Background: an optimization exercise with open tools, aiming at small area and a short achievable clock period. Do not read the settings as production practice.
The RTL was checked by simulation tests, not by an equivalence proof against the original design.
The flow treats the clock pin as an ideal source, which a real chip does not have.

==> flow/design.v, too long to show whole: its modules and the start of the top module <==
// module fa3: 4 lines
// module ha2: 4 lines
// module MemPUF: 4024 lines
module MemPUF (
    input  wire clk,
    input  wire rst_n,
    input  wire vin_valid,
    input  wire [7:0] C,
    output reg  [7:0] R
);
  // ...
==> flow/flow/run.sh <==
#!/bin/bash
# Standard layout, with the response registers' clock delayed after CTS
# (flow/skew.tcl, run as ORFS's POST_CTS hook).
set -euo pipefail
W=$(pwd)
export POST_CTS_TCL=$W/flow/skew.tcl
bash standard.sh finish > $W/standard_flow.log 2>&1
==> flow/flow/skew.tcl <==
# POST_CTS hook: delay the clock of the response registers R[*] so that the
# long paths from the cell-state registers into R get more of the cycle.
# Only register-to-register paths gain; R's paths to the outputs lose.
# Each R register gets its own chain of delay buffers, placed beside it and
# fed from the clock net CTS gave it.
set skew_target [expr {[info exists ::env(R_SKEW_NS)] ? $::env(R_SKEW_NS) : 1.2}]
set block [ord::get_db_block]
set db [ord::get_db]
set rflops {}
set ::rskew_others {}
foreach inst [$block getInsts] {
  set m [[$inst getMaster] getName]
  if {![string match "*df*" $m]} { continue }
  if {[regexp {^R\\\[[0-9]+\\\]} [$inst getName]]} { lappend rflops $inst } else { lappend ::rskew_others $inst }
}
puts "skew: [llength $rflops] response registers, [llength $::rskew_others] other registers"

proc clk_arr {inst} {
  return [get_property [get_pins "[$inst getName]/CLK"] arrival_max_rise]
}
proc avg_other {} {
  set s 0.0; set n 0
  foreach f $::rskew_others { set s [expr {$s + [clk_arr $f]}]; incr n }
  return [expr {$s / $n}]
}

estimate_parasitics -placement
set base [avg_other]
set dly_m [$db findMaster sky130_fd_sc_hd__clkdlybuf4s25_1]
set id 0
foreach f $rflops {
  set it [$f findITerm CLK]
  set loc [$f getLocation]
  set k 0
  set d [expr {[clk_arr $f] - $base}]
  while {$d < $skew_target - 0.12 && $k < 12} {
    # one more delay buffer between the flop's clock pin and its driver
    set src [$it getNet]
    set b [odb::dbInst_create $block $dly_m "rskew_dly$id"]
    $b setLocation [lindex $loc 0] [lindex $loc 1]; $b setPlacementStatus PLACED
    set n [odb::dbNet_create $block "rskew_net$id"]
    $n setSigType CLOCK
    incr id
    $it disconnect
    $it connect $n
    [$b findITerm X] connect $n
    [$b findITerm A] connect $src
    global_connect
    incr k
    estimate_parasitics -placement
    set d [expr {[clk_arr $f] - $base}]
  }
  puts "skew: [$f getName] $k delay buffers, clock [format %.3f $d] ns after the mean register"
}
detailed_placement
estimate_parasitics -placement
repair_timing_helper
detailed_placement
check_placement -verbose
estimate_parasitics -placement
foreach f $rflops { puts "skew: [$f getName] clock [format %.3f [expr {[clk_arr $f] - [avg_other]}]]" }
report_worst_slack -max
report_worst_slack -min
==> flow/standard.sh <==
#!/bin/bash
# synth_recipe.tcl (not shown) runs the flow's synth.tcl, then flattens the netlist and writes it again
# the make line also repeats each setting of config.mk as NAME=value (left out here)
make -C /OpenROAD-flow-scripts/flow DESIGN_CONFIG=/design/flow/config.mk WORK_HOME=/design/flow/orfs CLKGATE_MAP_FILE= SYNTH_SCRIPT=/design/flow/synth_recipe.tcl "${@:-finish}"
==> flow/config.mk <==
export PLATFORM = sky130hd
export DESIGN_NAME = MemPUF
export DESIGN_NICKNAME = MemPUF
export VERILOG_FILES = /design/flow/design.v
export SDC_FILE = /design/flow/constraint.sdc
export NUM_CORES = 4
export LEC_CHECK = 0
export CAP_MARGIN = 20
export CORE_MARGIN = 2
export CORE_UTILIZATION = 55
export PLACE_DENSITY = 0.65
export SETUP_SLACK_MARGIN = 4
export SLEW_MARGIN = 20
export SYNTH_HIERARCHICAL = 1
==> flow/constraint.sdc <==
create_clock -name core_clock -period 10.0 [get_ports {clk}]
set_input_delay 2.0000 -clock core_clock [delete_from_list [all_inputs] [get_ports {clk}]]
set_output_delay 2.0000 -clock core_clock [all_outputs]
set_load 0.01 [all_outputs]
==> flow_summary_export.csv, run 1 <==
group,metric,value,unit
outcome,status,"finished clean",
sta,fmax,191,MHz
layout,stdcell_area,0.0478,mm^2
die,die_w,285,um
clock_tree,clk_latency,1.92,ns
global_routing,grt_pass1_vias,35000,
layout,fin_cells,4443,
critical_path,cp.arrival,3.25,ns
critical_path,worstSetupStartpoint,"R[2]$_DFFE_PN0P_",
sta,clock_skew,1.40,ns
sta,relSlewSlack,0.186,
layout,multi_input_area_share,0.806,
layout,seq_share,0.0930,
sta,period_share,0.525,
global_routing,overflow,0,
sta,tns,0,ns
clock_tree,cts_tree,"built",
critical_path,r2r_start,"s4_77[3]$_DFFE_PN0P_",
critical_path,cp-end-kind,"primary output",
layout,final_util,0.607,
global_routing,gr-usage-all-layers,0.528,
critical_path,cp-endpoint,"R[2]",
routing,viasPerCell,6.99,
logic_synthesis,synthArstFlopShare,1.00,
sta,setup_violations,0,
min_path,hp-class,"input port to async pin",
critical_path,required,8.00,ns
logic_synthesis,synth.most_common_cell,"fa_1",
routing,num_vias,31100,
logic_synthesis,avgSynthCellArea,14.1,um^2
layout,drive_gt1_frac,0.0927,
logic_synthesis,synth_top_family_by_area,"adder cells",
critical_path,cpMaxStageDelayCell,"dfrtp_1",
die,core,0.0787,mm^2
global_routing,antenna_found_initial,5,
die,die_area,0.0815,mm^2
logic_synthesis,syn_inst,3080,
==> inputs of run 2 (changes only) <==
--- a/flow/flow/skew.tcl
+++ b/flow/flow/skew.tcl
@@ -4,5 +4,4 @@
 # Each R register gets its own chain of delay buffers, placed beside it and
 # fed from the clock net CTS gave it.
-set skew_target [expr {[info exists ::env(R_SKEW_NS)] ? $::env(R_SKEW_NS) : 1.2}]
 set block [ord::get_db_block]
 set db [ord::get_db]
@@ -25,15 +24,28 @@
 }
 
+# the port buffers: a plain buffer instead of the slow delay cell that
+# buffer_ports picked, so the R outputs and the inputs keep their slack
+set pbuf_m [$db findMaster sky130_fd_sc_hd__buf_4]
+foreach inst [$block getInsts] {
+  if {[regexp {^(input|output)[0-9]+$} [$inst getName]] && [string match "*clkdlybuf*" [[$inst getMaster] getName]]} {
+    $inst swapMaster $pbuf_m
+  }
+}
 estimate_parasitics -placement
 set base [avg_other]
 set dly_m [$db findMaster sky130_fd_sc_hd__clkdlybuf4s25_1]
 set id 0
+# per register: add delay buffers while the paths into it have less slack
+# than its path to the output (each buffer moves both by about 0.27 ns)
 foreach f $rflops {
   set it [$f findITerm CLK]
   set loc [$f getLocation]
+  set dpin [get_pins "[$f getName]/D"]
+  set qpin [get_pins "[$f getName]/Q"]
   set k 0
-  set d [expr {[clk_arr $f] - $base}]
-  while {$d < $skew_target - 0.12 && $k < 12} {
-    # one more delay buffer between the flop's clock pin and its driver
+  while {$k < 12} {
+    set sd [get_property $dpin slack_max]
+    set sq [get_property $qpin slack_max]
+    if {$sq - $sd < 0.3} { break }
     set src [$it getNet]
     set b [odb::dbInst_create $block $dly_m "rskew_dly$id"]
@@ -49,7 +61,6 @@
     incr k
     estimate_parasitics -placement
-    set d [expr {[clk_arr $f] - $base}]
   }
-  puts "skew: [$f getName] $k delay buffers, clock [format %.3f $d] ns after the mean register"
+  puts "skew: [$f getName] $k delay buffers, clock [format %.3f [expr {[clk_arr $f] - $base}]] ns after the mean register, slack in [format %.3f [get_property $dpin slack_max]], out [format %.3f [get_property $qpin slack_max]]"
 }
 detailed_placement
==> flow_summary_export.csv, run 2 <==
group,metric,value,unit
outcome,status,"finished clean",
logic_synthesis,synth.most_common_cell,"fa_1",
die,core,0.0787,mm^2
die,start_util,0.553,
clock_tree,cts_tree,"built",
layout,drive_gt1_frac,0.0971,
die,die_w,285,um
critical_path,cp_num_buf_inv,1,
placement,io_buffers,18,
clock_tree,clock_sinks,177,
die,die_area,0.0815,mm^2
critical_path,worst_r2r_path_depth,14,
sta,fin_crit,4.82,ns
logic_synthesis,synth-seq-cells,177,
layout,final_cell_mix,"fa_1 (1,534), buf_4 (198), inv_1 (185)",
min_path,hp-class,"register to register",
critical_path,cp.arrival,2.82,ns
global_routing,grt_pass1_wl,282000,um
placement,dpl.hpwl,163000,um
layout,layout.nets,5101,
layout,regMostFlops,"R",
logic_synthesis,avgSynthCellArea,14.1,um^2
logic_synthesis,yosysWarnings,7,
logic_synthesis,syn_inst,3080,
die,io_pins,19,
routing,finalWirelength,203000,um
run,cap_violations,0,
critical_path,r2r-end,"R[2]$_DFFE_PN0P_",
placement,gp_congestion,1.14,
critical_path,path_max_fanout,2,
sta,setup_violations,0,
logic_synthesis,yosysTopAreaCell,"fa_1",
die,placementRows,103,
sta,relSlewSlack,0.154,
die,die_h,285,um
logic_synthesis,synth_top_area_share,0.705,
critical_path,r2r_slack,5.19,ns
critical_path,start_kind,"register",
logic_synthesis,ys_top_cells_by_count,"fa_1 (1,534), inv_1 (214), nand2_1 (184)",
critical_path,worst-setup-path-type,"register to primary output",
sta,period_share,0.482,
sta,rsz0062_at_grt,"no",
layout,final_common_cell,"fa_1",
clock_tree,clk_latency,2.20,ns
routing,first_pass_iters,6,
routing,route.detailed.drc,0,
critical_path,path_delay_family,"flip-flops",
critical_path,cp-end-kind,"primary output",
sta,fmax,208,MHz
min_path,worstHoldEndpoint,"R[7]$_DFFE_PN0P_",
routing,antenna_left,0,
global_routing,grt_pass1_vias,35000,
critical_path,critPathMaxStageDelay,0.50,ns
logic_synthesis,syn_area,0.0436,mm^2
global_routing,grt_max_degree,72,
sta,timing.hold.ws,0.0954,ns
routing,viasPerCell,7.00,
sta,clock_skew,1.68,ns
sta,slew_viol_final,0,
logic_synthesis,synth_seq_area_share,0.102,
global_routing,gr-usage-all-layers,0.529,
logic_synthesis,synthArstFlopShare,1.00,
global_routing,antenna_found_initial,4,
logic_synthesis,ys_types,61,
sta,hold_viol,0,
sta,tns,0,ns
logic_synthesis,synth_edf_count,0,
logic_synthesis,synthFlopType,"dfrtp_1",
routing,wire_per_inst,45.6,um
critical_path,cpMaxStageDelayCell,"dfrtp_1",
global_routing,overflow,0,
min_path,min_path_cells,7,
critical_path,r2r_start,"s4_77[3]$_DFFE_PN0P_",
critical_path,crit_chain,"buf_4",
min_path,hold_start,"s2_77[3]$_DFFE_PN0P_",
layout,largest_reg_flops,8,
logic_synthesis,synth_top_cells_by_area,"fa_1 (70%), dfrtp_1 (10%), ha_1 (4.9%), inv_1 (1.8%), nand2_1 (1.6%)",
routing,num_vias,31100,
critical_path,required,8.00,ns
routing,drtIter0Drc,4327,
clock_tree,path_clk_slew,0.08,ns
sta,worst_pin_slew,1.26,ns
layout,syn_to_final_growth,9.82,%
## run 2: cell counts after synthesis
Identical to the previous run, type by type.
## run 2: worst register-to-register path: stages, from the launching register on
cell and delay (ns):
dfrtp_1 0.40, clkinvlp_4 0.60, nand2_2 0.76, inv_1 0.20, fa_1 0.44, fa_1 0.54
fa_1 0.47, fa_1 0.45, fa_1 0.52, fa_1 0.55, a222oi_1 0.14, a211o_1 0.27
o31ai_1 0.28, a21oi_1 0.11, o41ai_1 0.31
## run 2: final cells by class, without the clock buffers
| class | instances | area [um^2] |
|---|---|---|
| Sequential cell | 177 | 4450 |
| Clock inverter | 15 | 195 |
| Timing Repair Buffer | 205 | 1590 |
| Buffer | 45 | 450 |
| Inverter | 214 | 893 |
| Fill cell | 6129 | 30900 |
| Antenna cell | 3 | 7.51 |
| Tap cell | 1050 | 1310 |
| Multi-Input combinational cell | 2724 | 38500 |
## run 2: worst max-delay path by stage
| stage | from | to | slack, ns | depth (start not counted) |
|---|---|---|---|---|
| after floorplan | s12_88[1]$_DFFE_PN0P_ | R[2]$_DFFE_PN0P_ | 4.20 | 16 |
| after global placement | s4_77[3]$_DFFE_PN0P_ | R[6]$_DFFE_PN0P_ | 3.09 | 13 |
| after detailed placement | s4_77[3]$_DFFE_PN0P_ | R[6]$_DFFE_PN0P_ | 3.04 | 13 |
| after global routing | s15_88[3]$_DFFE_PN0P_ | R[2]$_DFFE_PN0P_ | 5.10 | 15 |
| final | R[6]$_DFFE_PN0P_ | R[6] | 5.18 | 1 |
## run 2: cells by family (layout without fill, tap and decap cells)
family / Yosys count / after routing / synth area share
AO/OA/AOI/OAI: 385 / 385 / 0.0565
XOR/XNOR: 62 / 62 / 0.0125
adder cells (fa/ha/maj): 1715 / 1715 / 0.756
buffers and inverters: 246 / 496 / 0.0212
flip-flops: 177 / 177 / 0.102
multiplexers: 9 / 9 / 0.00233
other: 1 / 71 / 0.0000861
AND/OR/NAND/NOR: 485 / 485 / 0.0495
## run 2: per-stage QoR
step,instances,instance area [um^2],util,setup WS [ns]
2_1_floorplan,3147,43800,-,4.20
3_3_place_gp,4338,46400,0.589,3.09
3_5_place_dp,4338,46400,0.589,3.04
5_1_grt,4447,47800,0.608,5.10
6_report,4450,47900,0.608,5.18
## run 2: metal layers
| metal | GRT usage | part of all wire |
|---|---|---|
| met5 | 0 | 0.00022 |
| met4 | 0.404 | 0.10 |
| met3 | 0.250 | 0.16 |
| met2 | 0.727 | 0.41 |
| met1 | 0.650 | 0.32 |
## run 2: Yosys stat by module (local to each module, per instance)
| module | cells inside | cell area (um^2) |
|---|---|---|
| MemPUF | 1409 | 11200 |
| fa3 | 1 | 20.0 |
| ha2 | 1 | 12.5 |
==> inputs of run 3 (changes only) <==
--- a/flow/config.mk
+++ b/flow/config.mk
@@ -10,5 +10,5 @@
 export CORE_UTILIZATION = 55
 export PLACE_DENSITY = 0.65
-export SETUP_SLACK_MARGIN = 4
+export SETUP_SLACK_MARGIN = 4.5
 export SLEW_MARGIN = 20
 export SYNTH_HIERARCHICAL = 1
==> flow_summary_export.csv, run 3 <==
group,metric,value,unit
layout,final_common_cell,"fa_1",
critical_path,critPathMaxStageDelay,0.65,ns
sta,relSlewSlack,0.205,
logic_synthesis,yosysTopAreaCell,"fa_1",
layout,final_cell_mix,"fa_1 (1,528), buf_4 (233), ha_1 (171)",
global_routing,overflow,0,
global_routing,grt_max_degree,94,
die,core,0.0787,mm^2
global_routing,gr-usage-all-layers,0.544,
logic_synthesis,ys_types,61,
die,die_h,285,um
sta,clock_skew,1.40,ns
critical_path,path_max_fanout,2,
sta,fmax,213,MHz
layout,regMostFlops,"R",
logic_synthesis,ys_top_cells_by_count,"fa_1 (1,534), inv_1 (214), nand2_1 (184)",
routing,route.detailed.drc,0,
clock_tree,clock_sinks,177,
logic_synthesis,synth-seq-cells,177,
sta,fin_crit,4.69,ns
critical_path,required,8.00,ns
logic_synthesis,synth_edf_count,0,
critical_path,path_delay_family,"flip-flops",
sta,period_share,0.469,
routing,first_pass_iters,6,
layout,syn_to_final_growth,11.9,%
run,cap_violations,0,
outcome,status,"finished clean",
placement,place_area,0.0463,mm^2
die,die_w,285,um
placement,io_buffers,18,
routing,antenna_left,0,
placement,dpl.hpwl,165000,um
layout,largest_reg_flops,8,
clock_tree,path_clk_slew,0.06,ns
die,start_util,0.553,
sta,tns,0,ns
die,io_pins,19,
sta,worst_pin_slew,1.19,ns
global_routing,grt_pass1_vias,35500,
sta,hold_viol,0,
logic_synthesis,synth_seq_area_share,0.102,
min_path,hp-class,"input port to async pin",
clock_tree,clk_latency,1.91,ns
logic_synthesis,syn_inst,3080,
layout,stdcell_area,0.0488,mm^2
logic_synthesis,synthArstFlopShare,1.00,
routing,wire_per_inst,46.5,um
global_routing,grt_util_met2,0.723,
routing,drtIter0Drc,4674,
global_routing,gr-usage-met1,0.653,
logic_synthesis,synthFlopType,"dfrtp_1",
die,placementRows,103,
global_routing,grt-busiest-layer,"met2",
global_routing,met3_usage,0.295,
logic_synthesis,syn_area,0.0436,mm^2
critical_path,cp.arrival,2.69,ns
routing,viasPerCell,7.13,
critical_path,cp_num_buf_inv,1,
critical_path,crit_chain,"buf_4",
placement,gp_congestion,1.15,
logic_synthesis,yosysWarnings,7,
logic_synthesis,synth_top_cells_by_area,"fa_1 (70%), dfrtp_1 (10%), ha_1 (4.9%), inv_1 (1.8%), nand2_1 (1.6%)",
critical_path,start_kind,"register",
logic_synthesis,synth.most_common_cell,"fa_1",
layout,layout.nets,5150,
global_routing,grt_pass1_wl,289000,um
sta,setup_violations,0,
logic_synthesis,avgSynthCellArea,14.1,um^2
clock_tree,cts_tree,"built",
logic_synthesis,synth_top_area_share,0.705,
routing,finalWirelength,209000,um
critical_path,worst-setup-path-type,"register to primary output",
die,die_area,0.0815,mm^2
routing,num_vias,32100,
critical_path,cp-end-kind,"primary output",
sta,rsz0062_at_grt,"no",
sta,slew_viol_final,0,
layout,drive_gt1_frac,0.142,
global_routing,antenna_found_initial,8,
critical_path,cpMaxStageDelayCell,"dfrtp_1",
-- run 3: cell count changes in the layout (fill, tap and decap cells not counted), sizes merged, moves of 3 or more --
| cell | previous run | this run |
|---|---|---|
| inv | 195 | 162 |
| dlygate4sd3 | 3 | 0 |
| clkinvlp | 24 | 58 |
| buf | 202 | 260 |
| clkdlybuf4s25 | 45 | 39 |
| diode | 3 | 6 |
-- run 3: worst reg2reg max path, delay by kind of cell (launching register included) --
| family | cells | cell delay, ns |
|---|---|---|
| buffers and inverters | 2 | 0.75 |
| adder cells (fa/ha/maj) | 6 | 3.03 |
| AND/OR/NAND/NOR | 3 | 1.04 |
| flip-flops | 1 | 0.44 |
| AO/OA/AOI/OAI | 3 | 0.29 |
-- run 3: logic make-up (layout without fill, tap and decap cells) --
family | count (synthesis) | count (layout) | share of synthesized area
AOI/OAI and AO/OA | 385 | 385 | 0.0565
xor gates and xnor gates | 62 | 62 | 0.0125
adders and majority gates | 1715 | 1715 | 0.756
buffers and inverters | 246 | 545 | 0.0212
DFF | 177 | 177 | 0.102
muxes | 9 | 9 | 0.00233
other | 1 | 74 | 0.0000861
and+or+nand+nor | 485 | 485 | 0.0495
-- run 3: layout make-up, without the clock buffers --
cell class              count  area [um^2]
multi-input cells        2724        38800
fillers                  6033        30000
flip-flops and latches    177         4500
repair buffers            260         2160
well taps                1050         1310
inverters                 214         1020
plain buffers              39          390
clock inverters            14          170
diodes                      6         15.0
-- run 3: layer usage --
metal | vias to the layer above | wire [um]
met3 | 1120 | 36200
met4 | 14 | 22700
met1 | 17000 | 66300
met5 | - | 441
met2 | 3255 | 83700
li1 | 10700 | -
-- run 3: path summary, 6_finish.rpt --
kind	slack, ns	endpoint	from	cells past startpoint
max reg2reg	5.47	R[7]$_DFFE_PN0P_	s15_88[2]$_DFFE_PN0P_	14
min reg2reg	0.26	R[5]$_DFFE_PN0P_	s1_77[3]$_DFFE_PN0P_	8
max in group asynchronous	6.31	s12_88[2]$_DFFE_PN0P_	rst_n	3
max	5.31	R[2]	R[2]$_DFFE_PN0P_	1
min in group core_clock	0.26	R[5]$_DFFE_PN0P_	s1_77[3]$_DFFE_PN0P_	8
min	0.15	R[0]$_DFFE_PN0P_	rst_n	1
-- run 3: modules after synthesis (local to each module, per instance) --
module / flops+latches / copies in the design / cells
MemPUF: 177 / 1 / 1409
ha2: 0 / 137 / 1
fa3: 0 / 1534 / 1
-- run 3: stage by stage --
step                      hold WS (ns)  worst slack, ns  utilization  std cells
after detailed placement         0.478             3.05        0.587       4318
final                            0.153             5.31        0.619       4502
after global placement           0.457             3.23        0.587       4317
after floorplan                  0.431             4.46            -       3147
after global routing             0.240             5.31        0.619       4496
==> inputs of run 4 (changes only) <==
--- a/flow/config.mk
+++ b/flow/config.mk
@@ -10,5 +10,5 @@
 export CORE_UTILIZATION = 55
 export PLACE_DENSITY = 0.65
-export SETUP_SLACK_MARGIN = 4.5
+export SETUP_SLACK_MARGIN = 5
 export SLEW_MARGIN = 20
 export SYNTH_HIERARCHICAL = 1
==> flow_summary_export.csv, run 4 <==
group,metric,value,unit
clock_tree,path_clk_slew,0.08,ns
logic_synthesis,synthArstFlopShare,1.00,
run,cap_violations,0,
die,placementRows,103,
sta,slew_viol_final,0,
logic_synthesis,syn_area,0.0436,mm^2
sta,fmax,208,MHz
sta,fin_crit,4.81,ns
layout,layout.nets,5201,
layout,drive_gt1_frac,0.188,
sta,period_share,0.481,
layout,regMostFlops,"R",
sta,hold_viol,0,
routing,finalWirelength,213000,um
routing,viasPerCell,7.17,
critical_path,required,11.46,ns
die,die_w,285,um
critical_path,path_max_fanout,11,
sta,setup_violations,0,
global_routing,antenna_found_initial,9,
placement,gp_congestion,1.11,
routing,num_vias,32700,
routing,antenna_left,0,
layout,largest_reg_flops,8,
critical_path,cp.arrival,6.27,ns
global_routing,grt_max_degree,64,
sta,clock_skew,1.29,ns
critical_path,worst-setup-path-type,"register to register",
layout,final_common_cell,"fa_1",
die,die_area,0.0815,mm^2
placement,dp_slack,2.77,ns
sta,relSlewSlack,0.187,
logic_synthesis,synth_top_area_share,0.705,
layout,final_cell_mix,"fa_1 (1,481), buf_4 (264), ha_1 (172)",
routing,first_pass_iters,8,
clock_tree,clk_latency,1.82,ns
critical_path,cpMaxStageDelayCell,"fa_1",
logic_synthesis,synthFlopType,"dfrtp_1",
outcome,status,"finished clean",
clock_tree,clock_sinks,177,
global_routing,gr-usage-all-layers,0.555,
logic_synthesis,synth_seq_area_share,0.102,
sta,rsz0062_at_grt,"no",
layout,stdcell_area,0.0499,mm^2
logic_synthesis,synth_top_cells_by_area,"fa_1 (70%), dfrtp_1 (10%), ha_1 (4.9%), inv_1 (1.8%), nand2_1 (1.6%)",
critical_path,start_kind,"register",
routing,wire_per_inst,46.9,um
sta,fin_ws,5.19,ns
global_routing,grt_pass1_wl,296000,um
sta,worst_pin_slew,1.21,ns
critical_path,cp-end-kind,"register",
logic_synthesis,synth.most_common_cell,"fa_1",
critical_path,crit_chain,"clkinvlp_4 > buf_6 > fa_1 > fa_1 > fa_1 > fa_1 > fa_1 > fa_1 > a222oi_1 > o211ai_1 > a21oi_2 > o31ai_4 > a21oi_2 > o41ai_1",
logic_synthesis,ys_top_cells_by_count,"fa_1 (1,534), inv_1 (214), nand2_1 (184)",
layout,final_util,0.633,
global_routing,overflow,0,
die,start_util,0.553,
logic_synthesis,synth-seq-cells,177,
die,die_h,285,um
critical_path,critPathMaxStageDelay,0.84,ns
routing,route.detailed.drc,0,
logic_synthesis,yosysTopAreaCell,"fa_1",
critical_path,crit_top_cell,"fa_1",
placement,dpl.hpwl,163000,um
clock_tree,cts_tree,"built",
logic_synthesis,yosysWarnings,7,
routing,drtIter0Drc,4980,
logic_synthesis,avgSynthCellArea,14.1,um^2
placement,io_buffers,18,
die,io_pins,19,
logic_synthesis,syn_inst,3080,
logic_synthesis,ys_types,61,
placement,place_area,0.0463,mm^2
global_routing,grt_pass1_vias,36600,
layout,syn_to_final_growth,14.4,%
die,core,0.0787,mm^2
logic_synthesis,synth_edf_count,0,
min_path,hp-class,"input port to async pin",
sta,tns,0,ns
[run 4: cell counts after synthesis]
No cell type changed its count.
[run 4: worst paths after layout]
path / from / to / slack, ns / cells after the start
max in group asynchronous: rst_n / s0_88[1]$_DFFE_PN0P_ / 6.96 / 2
min in group core_clock: s13_88[3]$_DFFE_PN0P_ / R[6]$_DFFE_PN0P_ / 0.31 / 7
worst min register to register: s13_88[3]$_DFFE_PN0P_ / R[6]$_DFFE_PN0P_ / 0.31 / 7
worst max register to register: s12_88[0]$_DFFE_PN0P_ / R[2]$_DFFE_PN0P_ / 5.19 / 14
worst max-delay path: s12_88[0]$_DFFE_PN0P_ / R[2]$_DFFE_PN0P_ / 5.19 / 14
worst min-delay path: rst_n / R[4]$_DFFE_PN0P_ / 0.24 / 1
[run 4: kinds of logic after synthesis]
kind of cell,share of synthesized area
other,0.0000861
AND/OR/NAND/NOR,0.0495
AO/OA/AOI/OAI,0.0565
flip-flops,0.102
multiplexers,0.00233
adder cells (fa/ha/maj),0.756
buffers and inverters,0.0212
XOR/XNOR,0.0125
[run 4: routing by layer]
metal,vias to the layer above,wire length (um),global-route usage
li1,10800,-,-
met1,17400,66600,0.639
met2,3309,85400,0.745
met3,1154,37600,0.339
met4,12,23600,0.432
met5,-,230,0.0227
[run 4: metrics by stage]
| stage | hold WS (ns) | cells |
|---|---|---|
| global placement | 0.459 | 4296 |
| finish | 0.241 | 4555 |
| floorplan | 0.431 | 3147 |
| global route | 0.161 | 4547 |
| detailed placement | 0.468 | 4296 |
[run 4: worst max-delay path, delay by kind of cell (launching register included)]
| family | cells | cell delay [ns] |
|---|---|---|
| adder cells (fa/ha/maj) | 6 | 3.40 |
| AO/OA/AOI/OAI | 6 | 1.09 |
| buffers and inverters | 2 | 0.81 |
| flip-flops | 1 | 0.41 |
[run 4: Yosys stat by module, one instance, submodules excluded]
module	flops+latches	area (um^2)
ha2	0	12.5
MemPUF	177	11200
fa3	0	20.0
[run 4: area by class of cell, without the clock buffers]
cell class	count	area [um^2]
clock inverters	12	123
flip-flops and latches	177	4590
multi-input cells	2724	39100
repair buffers	315	2800
diodes	8	20.0
plain buffers	35	350
fillers	5917	28900
inverters	214	1120
well taps	1050	1310

==> port drivers added, routing unchanged <==
How much do the figures lean on ideal ports? The routed layouts below were timed once more, with nothing changed but the port constraints.
Step 1, drivers: a clkbuf_16 drives clk and a buf_2 each remaining input, both assumed.
Step 2, shift: input delay + t, output delay - t, t = (earliest + latest rising clock arrival at the registers) / 2. This alone moves slack from input paths to output paths.
Slacks: ideal ports / drivers / drivers and shift; pairs: ideal ports / drivers.
run | t (ns) | setup WS [ns] | clock arrival spread, ns | worst register clock-pin slew, ns
run 1 | 1.292 | 4.752 / 4.682 / 4.752 | 1.397 / 1.397 | 0.10 / 0.10
run 2 | 1.428 | 5.184 / 5.114 / 4.244 | 1.676 / 1.676 | 0.10 / 0.10
run 3 | 1.288 | 5.307 / 5.234 / 4.675 | 1.399 / 1.399 | 0.10 / 0.10
run 4 | 1.248 | 5.187 / 5.187 / 4.451 | 1.295 / 1.295 | 0.10 / 0.10
In every run listed the clock reaches the registers at very different times; t lies between them, and the last value is a rough guide only. For run 2, which loses most, drivers alone change the setup slack by -0.070 ns; drivers and shift together by -0.940 ns. Setup slack includes reset recovery checks.
